Background: an optimization exercise with open tools, aiming at small area, a short achievable clock period and few clock cycles. Do not read the settings as production practice.
Function was checked by simulation only, so behaviour that the tests miss may differ from the original.

### flow/run.sh
#!/bin/bash
# Standard layout, with timing repair aimed well below the clock period:
# the SDC and its period stay as given, only repair_timing's setup margin
# is raised so that it keeps improving paths that already meet 17 ns.
set -euo pipefail
MARGIN=${MARGIN:-12.5}
bash standard.sh synth > synth.log 2>&1
bash standard.sh SETUP_SLACK_MARGIN=$MARGIN finish > layout.log 2>&1
### standard.sh
#!/bin/bash
# synth_recipe.tcl (not shown) runs the flow's synth.tcl, then flattens the netlist and writes it again
# the make line also repeats each setting of config.mk as NAME=value (left out here)
make -C /OpenROAD-flow-scripts/flow DESIGN_CONFIG=/design/flow/config.mk WORK_HOME=/design/flow/orfs CLKGATE_MAP_FILE= SYNTH_SCRIPT=/design/flow/synth_recipe.tcl "${@:-finish}"
### config.mk
export PLATFORM = sky130hd
export DESIGN_NAME = postfix
export DESIGN_NICKNAME = postfix
export VERILOG_FILES = /design/flow/design.v
export SDC_FILE = /design/flow/constraint.sdc
export NUM_CORES = 4
export LEC_CHECK = 0
export ABC_AREA = 1
export CAP_MARGIN = 20
export CORE_MARGIN = 2
export CORE_UTILIZATION = 45
export PLACE_DENSITY = 0.6
export SLEW_MARGIN = 20
### constraint.sdc
create_clock -name core_clock -period 17.0 [get_ports {clk}]
set_input_delay 3.4000 -clock core_clock [delete_from_list [all_inputs] [get_ports {clk}]]
set_output_delay 3.4000 -clock core_clock [all_outputs]
set_load 0.01 [all_outputs]
### design.v
module postfix(input clk,
               input rst,
               input [7:0] infix,
               input infix_valid,
               output infix_ready,
               output reg [7:0] result,
               output reg done);
localparam NV = 16;    
localparam NO = 12;    
localparam NB = 24;    
function [10:0] fadd(input [9:0] a, input [9:0] b, input cin);
  reg [9:0] g, p, G, P;
  reg [10:0] c;
  integer i, d;
  begin
    g = a & b;
    p = a ^ b;
    G = g;
    P = p;
    G[0] = g[0] | (p[0] & cin);
    for (d = 1; d < 10; d = d * 2)
      for (i = 9; i >= d; i = i - 1) begin
        G[i] = G[i] | (P[i] & G[i-d]);
        P[i] = P[i] & P[i-d];
      end
    c = {G, cin};
    fadd = {c[10], p ^ c[9:0]};
  end
endfunction
reg [4:0] q0, q1;
reg [1:0] cnt;
assign infix_ready = ~cnt[1];
wire [4:0] inc = {infix[4], infix[3:0]};
wire take;
wire push_q = infix_valid & ~cnt[1];
always @(posedge clk) begin
  if (rst) cnt <= 2'd0;
  else     cnt <= cnt + {1'b0, push_q} - {1'b0, take};
  if (take ? (cnt != 2'd2) : (cnt == 2'd0)) q0 <= inc;
  else if (take) q0 <= q1;
  if (take ? (cnt == 2'd2) : (cnt == 2'd1)) q1 <= inc;
end
wire c_v   = cnt != 2'd0;
wire [3:0] c_d = q0[3:0];
wire c_eq  = q0[4] & q0[3] & q0[2];
wire c_dig = q0[4] & ~(q0[3] & q0[2]);
wire c_mod = ~q0[4] & (q0[3:0] == 4'h5);
wire c_lp  = ~q0[4] & (q0[3:0] == 4'h8);
wire c_rp  = ~q0[4] & (q0[3:0] == 4'h9);
wire c_mul = ~q0[4] & (q0[3:0] == 4'hA);
wire c_add = ~q0[4] & (q0[3:0] == 4'hB);
wire c_sub = ~q0[4] & (q0[3:0] == 4'hD);
reg [7:0] S, T;
reg [1:0] aop;    
reg [1:0] mop;    
reg [7:0]    vst [0:NV-1];
reg [2:0]    ost [0:NO-1];
reg [NB-1:0] bst;
reg          pend_s;    
wire [7:0] V0 = vst[0];
wire [7:0] dvd = (ap != 2'd0) ? vst[1] : vst[0];    
function [2:0] openc(input [1:0] a, input [1:0] m);
  openc = (a == 2'd0) ? {m[1], 2'b11} : {a[1], m};
endfunction
wire [2:0] o0 = ost[0];
wire [1:0] ap = (o0[1:0] == 2'b11) ? 2'd0 : {o0[2], ~o0[2]};
wire [1:0] mp = (o0[1:0] == 2'b11) ? {o0[2], ~o0[2]} : o0[1:0];
wire       triv = bst[0];
wire [10:0] sum  = fadd({2'b0, S}, {2'b0, (aop == 2'd2) ? ~T : T}, aop == 2'd2);
wire [7:0] inner = (aop == 2'd0) ? T : sum[7:0];
reg  [1:0] ph;         
reg  [1:0] dcnt;
reg  [7:0] R;          
wire [3:0] mb   = (ph == 2'd1) ? V0[3:0] : c_d;
wire [7:0] prod = T * mb;
wire [3:0] phi  = T[3:0] * V0[7:4];
function [3:0] nstep(input [3:0] r, input b, input [3:0] v);
  reg [4:0] x;
  reg [5:0] t;
  begin
    x = {r, b};
    t = {1'b0, x} - {2'b0, v};
    nstep = t[5] ? x[3:0] : t[3:0];
  end
endfunction
wire       nhi  = (ph == 2'd0) & (T[7:4] != 4'd0) | (ph == 2'd2) & (dcnt == 2'd0);
wire [3:0] nv   = (ph == 2'd0 || ph == 2'd3) ? c_d : T[3:0];
wire [3:0] nx   = (ph == 2'd0) ? (nhi ? T[7:4] : T[3:0]) :
                  (ph == 2'd3) ? T[3:0] : (nhi ? V0[7:4] : V0[3:0]);
wire [3:0] nr0  = (nhi || ph == 2'd0) ? 4'd0 : R[3:0];
wire [3:0] nout = nstep(nstep(nstep(nstep(nr0, nx[3], nv), nx[2], nv), nx[1], nv), nx[0], nv);
function [7:0] dstep(input [7:0] r, input b, input [7:0] v);
  reg [10:0] t;
  begin
    t = fadd({1'b0, r, b}, {2'b11, ~v}, 1'b1);
    dstep = t[9] ? {r[6:0], b} : t[7:0];
  end
endfunction
wire       vsmall = (T[7:4] == 4'd0);    
reg [7:0] rnext;
always @(*) begin
  if (vsmall)            rnext = {4'd0, nout};
  else if (dcnt == 2'd0) rnext = dstep(dstep(R, V0[3], T), V0[2], T);
  else                  rnext = dstep(dstep(R, V0[1], T), V0[0], T);
end
wire dslow  = c_dig & (mop == 2'd2) & (c_d != 4'd0) & nhi;
wire slow   = c_rp & ~triv & (mp != 2'd0) | dslow;
wire finish = (ph == 2'd3) || (ph != 2'd0) && dcnt == 2'd1;
assign take = c_v & ((ph == 2'd0) ? ~slow : finish);
wire empty   = (aop == 2'd0) && (mop == 2'd0);
wire lp_go   = c_v & (ph == 2'd0) & c_lp;
wire o_push  = lp_go & ~empty;
wire o_pop   = take & c_rp & ~triv;
wire v_push  = o_push | pend_s;
wire [7:0] v_in = (pend_s || mop == 2'd0) ? S : T;
wire v_pop   = c_v & c_rp & ~triv & (ph == 2'd0) & (ap != 2'd0) |
               take & c_rp & ~triv & (mp != 2'd0);
integer n;
always @(posedge clk) begin
  if (v_push) begin
    vst[0] <= v_in;
    for (n = 1; n < NV; n = n + 1) vst[n] <= vst[n-1];
  end else if (v_pop) begin
    for (n = 0; n < NV-1; n = n + 1) vst[n] <= vst[n+1];
  end
  if (o_push) begin
    ost[0] <= openc(aop, mop);
    for (n = 1; n < NO; n = n + 1) ost[n] <= ost[n-1];
  end else if (o_pop) begin
    for (n = 0; n < NO-1; n = n + 1) ost[n] <= ost[n+1];
  end
  if (lp_go) bst <= {bst[NB-2:0], empty};
  else if (take & c_rp) bst <= {1'b0, bst[NB-1:1]};
end
always @(posedge clk) begin
  done <= 1'b0;
  if (rst) begin
    aop <= 2'd0;
    mop <= 2'd0;
    ph <= 2'd0;
    pend_s <= 1'b0;
  end else begin
    pend_s <= o_push & (aop != 2'd0) & (mop != 2'd0);
    if (c_v) begin
      if (ph == 2'd1) begin
        dcnt <= dcnt + 2'd1;
        if (dcnt == 2'd0) R <= prod;
        else begin
          T <= {R[7:4] + phi, R[3:0]};
          ph <= 2'd0;
        end
      end else if (ph == 2'd3) begin
        T <= {4'd0, nout};
        mop <= 2'd0;
        ph <= 2'd0;
      end else if (ph == 2'd2) begin
        R <= rnext;
        dcnt <= dcnt + 2'd1;
        if (dcnt == 2'd1) begin
          T <= (T == 8'd0) ? V0 : rnext;
          ph <= 2'd0;
        end
      end else begin
        if (c_dig) begin
          if (mop == 2'd1) T <= prod;
          else if (mop == 2'd0) T <= {4'd0, c_d};
          else if (dslow) R <= {4'd0, nout};
          else if (c_d != 4'd0) T <= {4'd0, nout};
          if (dslow) ph <= 2'd3;
          else mop <= 2'd0;
        end
        if (c_mul) mop <= 2'd1;
        if (c_mod) mop <= 2'd2;
        if (c_add | c_sub) begin
          S <= inner;
          aop <= c_add ? 2'd1 : 2'd2;
        end
        if (c_lp) begin
          aop <= 2'd0;
          mop <= 2'd0;
        end
        if (c_rp) begin
          T <= inner;
          mop <= 2'd0;
          if (triv) aop <= 2'd0;
          else begin
            aop <= ap;
            if (ap != 2'd0) S <= V0;
          end
          if (slow) begin
            ph <= mp;
            dcnt <= 2'd0;
            R <= {4'd0, dvd[7:4]};
          end
        end
        if (c_eq) begin
          result <= inner + 8'd48;
          done <= 1'b1;
          aop <= 2'd0;
          mop <= 2'd0;
        end
      end
    end
  end
end
endmodule
==> run summary <==
## cell type report
class | instances | area (um2) | area share, %
clock inverter | 14 | 220 | 1.23
inverter | 187 | 739 | 4.12
tap | 448 | 561 | 3.12
multi-input combinational | 1335 | 7770 | 43.3
sequential | 242 | 7180 | 40.0
clock buffer | 36 | 719 | 4.01
timing repair buffer | 100 | 769 | 4.29
## cell families (layout without fill, tap and decap cells)
kind of cell    count (synthesis)  after routing
fa+ha+maj                      91             91
flops                         242            242
simple gates                  918            919
xor+xnor                       56             56
compound gates                269            269
buf+inv                       250            337
## synthesized netlist by cell type (4+ instances only)
cell	n	area [um2]
sky130_fd_sc_hd__nand2_2	14	87.6
sky130_fd_sc_hd__nor3_1	14	70.1
sky130_fd_sc_hd__nand3_1	66	330
sky130_fd_sc_hd__buf_1	4	15.0
sky130_fd_sc_hd__nor4_1	5	31.3
sky130_fd_sc_hd__a21oi_1	67	335
sky130_fd_sc_hd__nand4_1	9	56.3
sky130_fd_sc_hd__o21ai_0	116	581
sky130_fd_sc_hd__dfxtp_1	10	200
sky130_fd_sc_hd__o211ai_1	11	82.6
sky130_fd_sc_hd__ha_1	71	888
sky130_fd_sc_hd__inv_2	16	60.1
sky130_fd_sc_hd__a31oi_1	12	75.1
sky130_fd_sc_hd__nand2_1	689	2590
sky130_fd_sc_hd__inv_1	169	634
sky130_fd_sc_hd__fa_1	20	400
sky130_fd_sc_hd__nor2_2	5	31.3
sky130_fd_sc_hd__nand3_2	12	120
sky130_fd_sc_hd__a21o_1	4	30.0
sky130_fd_sc_hd__nor2_4	5	56.3
sky130_fd_sc_hd__clkbuf_1	34	128
sky130_fd_sc_hd__nor2_1	87	327
sky130_fd_sc_hd__o21ai_1	20	100
sky130_fd_sc_hd__o21ai_2	11	96.3
sky130_fd_sc_hd__o22ai_1	5	31.3
sky130_fd_sc_hd__buf_2	20	100
sky130_fd_sc_hd__edfxtp_1	232	6970
sky130_fd_sc_hd__xnor2_1	21	184
sky130_fd_sc_hd__xor2_1	35	307
sky130_fd_sc_hd__o311ai_0	4	35.0
## worst paths after layout
| check | startpoint | end | slack (ps) | depth (start not counted) |
|---|---|---|---|---|
| max | dcnt[0] | R[0] | 11090 | 47 |
| min | vst[14][4] | vst[15][4] | 450 | 0 |
| max reg2reg | dcnt[0] | R[0] | 11090 | 47 |
| min reg2reg | vst[14][4] | vst[15][4] | 450 | 0 |
## per-layer routing
metal / vias to the layer above / wire (um)
met5: - / 0
met4: 0 / 1280
met3: 81 / 2670
met2: 409 / 18100
met1: 5994 / 17400
li1: 6177 / -
## flip-flops by register name, indices dropped and copies added, names as in the netlist, 8 cells and up
name    cells
vst       128
ost        36
result      8
R           8
bst        24
S           8
T           8
## what timing repair did
action                                  CTS  global route
resized for setup                        86            51
buffers inserted                         49            22
pin swaps                                36            28
cloned                                    0             1
endpoints found under the setup margin   61            93
## per-stage QoR
stage | cell area, um2 | util [%] | hold WS [ps]
2_1_floorplan | 15600 | - | 427
3_3_place_gp | 16100 | 48.0 | 431
3_5_place_dp | 16100 | 48.0 | 435
4_1_cts | 17600 | 52.4 | 451
5_1_grt | 18000 | 53.5 | 464
6_report | 18000 | 53.5 | 449
## worst max-delay path: cells and delay by family (launching register included)
| family | cells | cell delay [ps] |
|---|---|---|
| AND/OR/NAND/NOR | 27 | 2290 |
| adder cells (fa/ha/maj) | 6 | 1520 |
| AO/OA/AOI/OAI | 8 | 1080 |
| flip-flops | 1 | 400 |
| buffers and inverters | 6 | 400 |
==> summary.md <==
| Metric | Value |
|---|---|
| Area of the die | `~36000 um2` |
| Top-level I/O count | `21` |
| Number of global-route vias before repair | `11.8k` |
| Worst setup EP type | `flip-flop` |
| Multiplexer share of the synthesized area | `0%` |
| Yosys warnings | `3` |
| Vias per cell | `roughly 5.4` |
| Setup Crit Path Kind | `flip-flop to flip-flop` |
| # hold bufs at CTS | `0` |
| Fillers | `3170` |
| Number of I/O port buffers | `17` |
| Max_cap viols | `0` |
| Largest family of logic cells by synthesized area | `simple AND/OR/NAND/NOR gates` |
| Period minus WS final | `5910 ps` |
| Count of flip-flops with a built-in enable after synthesis | `232` |
| Setup TNS Final | `0 ps` |
| Hold/Removal Path Class | `flip-flop to flip-flop` |
| Share of the synthesized area in compound gates (AO/OA/AOI/OAI) | `10.2%` |
| Met1 capacity usage during global routing | `31.1%` |
| GR met2 Demand/Resource | `34.8%` |
| Nets | `1995` |
| Share of async-settable or async-resettable flops after synthesis | `0%` |
| Number of slew-limit violations in the final report | `0` |
| Wire per inst | `16.7 um` |
| GPL Wtd Cong | `0.931` |
| Fraction of synthesized cell area in xor and xnor cells | `about 3.2%` |
| Net count after synthesis | `1928` |
| GR Overflow Total | `0` |
| Number of antenna-violating nets in the routed design | `0` |
| Dpl hpwl | `approximately 27000 um` |
| First-pass GRT wire length | `62600 um` |
| Post-synthesis share of cell area spent on and, or, nand and nor gates | `25.0%` |
| Number of antenna repair diodes | `0` |
| Clock latency reported for the late side of the worst-skew pair | `540 ps` |
| Finished Layout Cells | `2362` |
| Cell area after technology mapping | `15300 um2` |
| H-tree depth reported by CTS | `1` |
| Unrepaired setup endpoints after global routing | `yes` |
| Max Clock Skew | `12.1 ps` |
| Clock-pin transition on the worst setup and hold timing paths | `60 ps` |
| Buffer type at the clock tree root | `sky130_fd_sc_hd__clkbuf_16` |
| Clock buffer depth | `3` |
| Clock tree from TritonCTS | `built` |
| Vias post-DR | `12.7k` |
| Largest driver fanout on the critical path | `5` |
| Pin count of the biggest net entering global routing | `around 110` |
| Slew at the pin closest to its max-slew limit | `~1100 ps` |
| Clock sinks | `242` |
| Average cell area after synthesis | `~8.4 um2` |
| Top flip-flop cell by instance count after synthesis | `sky130_fd_sc_hd__edfxtp_1` |
| Fraction of the cycle the final worst path needs | `34.7%` |
| Layout-stage area growth over the synthesis result | `17.2%` |
| Fraction of final layout cells with drive strength greater than 1 | `16.4%` |
| Crit path arrival time | `6190 ps` |
| Setup WS pre-CTS | `10450 ps` |
| Router iterations before antenna repair | `7` |
| Most used cells in the layout excluding fill and tap cells | `sky130_fd_sc_hd__nand2_1 (663), sky130_fd_sc_hd__edfxtp_1 (232), sky130_fd_sc_hd__inv_1 (152)` |
| Slowest stage delay, CP | `470 ps` |
| Count of mapped cells out of synthesis | `1826` |
| Sum of routed wire length over all layers | `39400 um` |
| Crit path top cell by count | `sky130_fd_sc_hd__nand2_2` |
| DRC | `0` |
| Floorplan die width | `189 um` |
| Fraction of the yosys area taken by sequential cells | `46.8%` |
| Detailed Route Iter0 Violations | `about 1.1k` |
| Placeable core region | `33500 um2` |
| # rows | `67` |
| Slew HR | `28.8%` |
| Final Setup Violations | `0` |
| Post-Place Cells | `2240` |
| Number of buffers created by CTS | `27` |
| Yosys cell types | `54` |
| Number of hold violations in the final report | `0` |
| Slowest cell on the critical path | `sky130_fd_sc_hd__fa_1` |
| Crit path required time | `17290 ps` |
| Highest Clock Rate | `roughly 170 MHz` |
| Worst path setup slack after routing | `11090 ps` |
| Global Route Usage Sum | `21.8%` |
| Startpoint class of the critical path | `flip-flop` |
| M3 GR Usage | `2.55%` |
| Yosys reg bits | `242` |
| Adder and majority gate portion of the synthesized area | `roughly 8.4%` |
| Status | `complete, no violations` |
| Antenna violations before repair | `0` |
| Die height | `189 um` |
| Most used routing layer | `met2` |
| Starting density of the core | `45.7%` |
| Most common library cell in the layout ignoring fill and taps | `sky130_fd_sc_hd__nand2_1` |
Testbench counts, summed over its fixed seeds: cycles 9,339.

-- separate check: timing with driven ports --
How much do the figures lean on ideal ports? The routed layout below was timed once more, with nothing changed but the port constraints. Step 1 assumes that a clkbuf_16 drives the clock port and a buf_2 every other input. Step 2 adds t to the input delays and takes it off the output delays; t is the mean of the earliest and latest rising clock arrival at the registers after step 1. Input paths then give back, and output paths get back, about the clock's delay inside the block. a / b / c = ideal ports / drivers / drivers and shift; a / b = the first two.
shift t [ns]: 0.581
setup WS [ns]: 11.093 / 11.093 / 11.093
worst setup path after step 2: register to register
clock arrival spread, ns: 0.013 / 0.013
worst slew at a driven data input, ns: 0.04
After both steps this run still meets setup and hold. For this run, drivers alone change the setup slack by 0.000 ns; drivers and shift together by 0.000 ns.
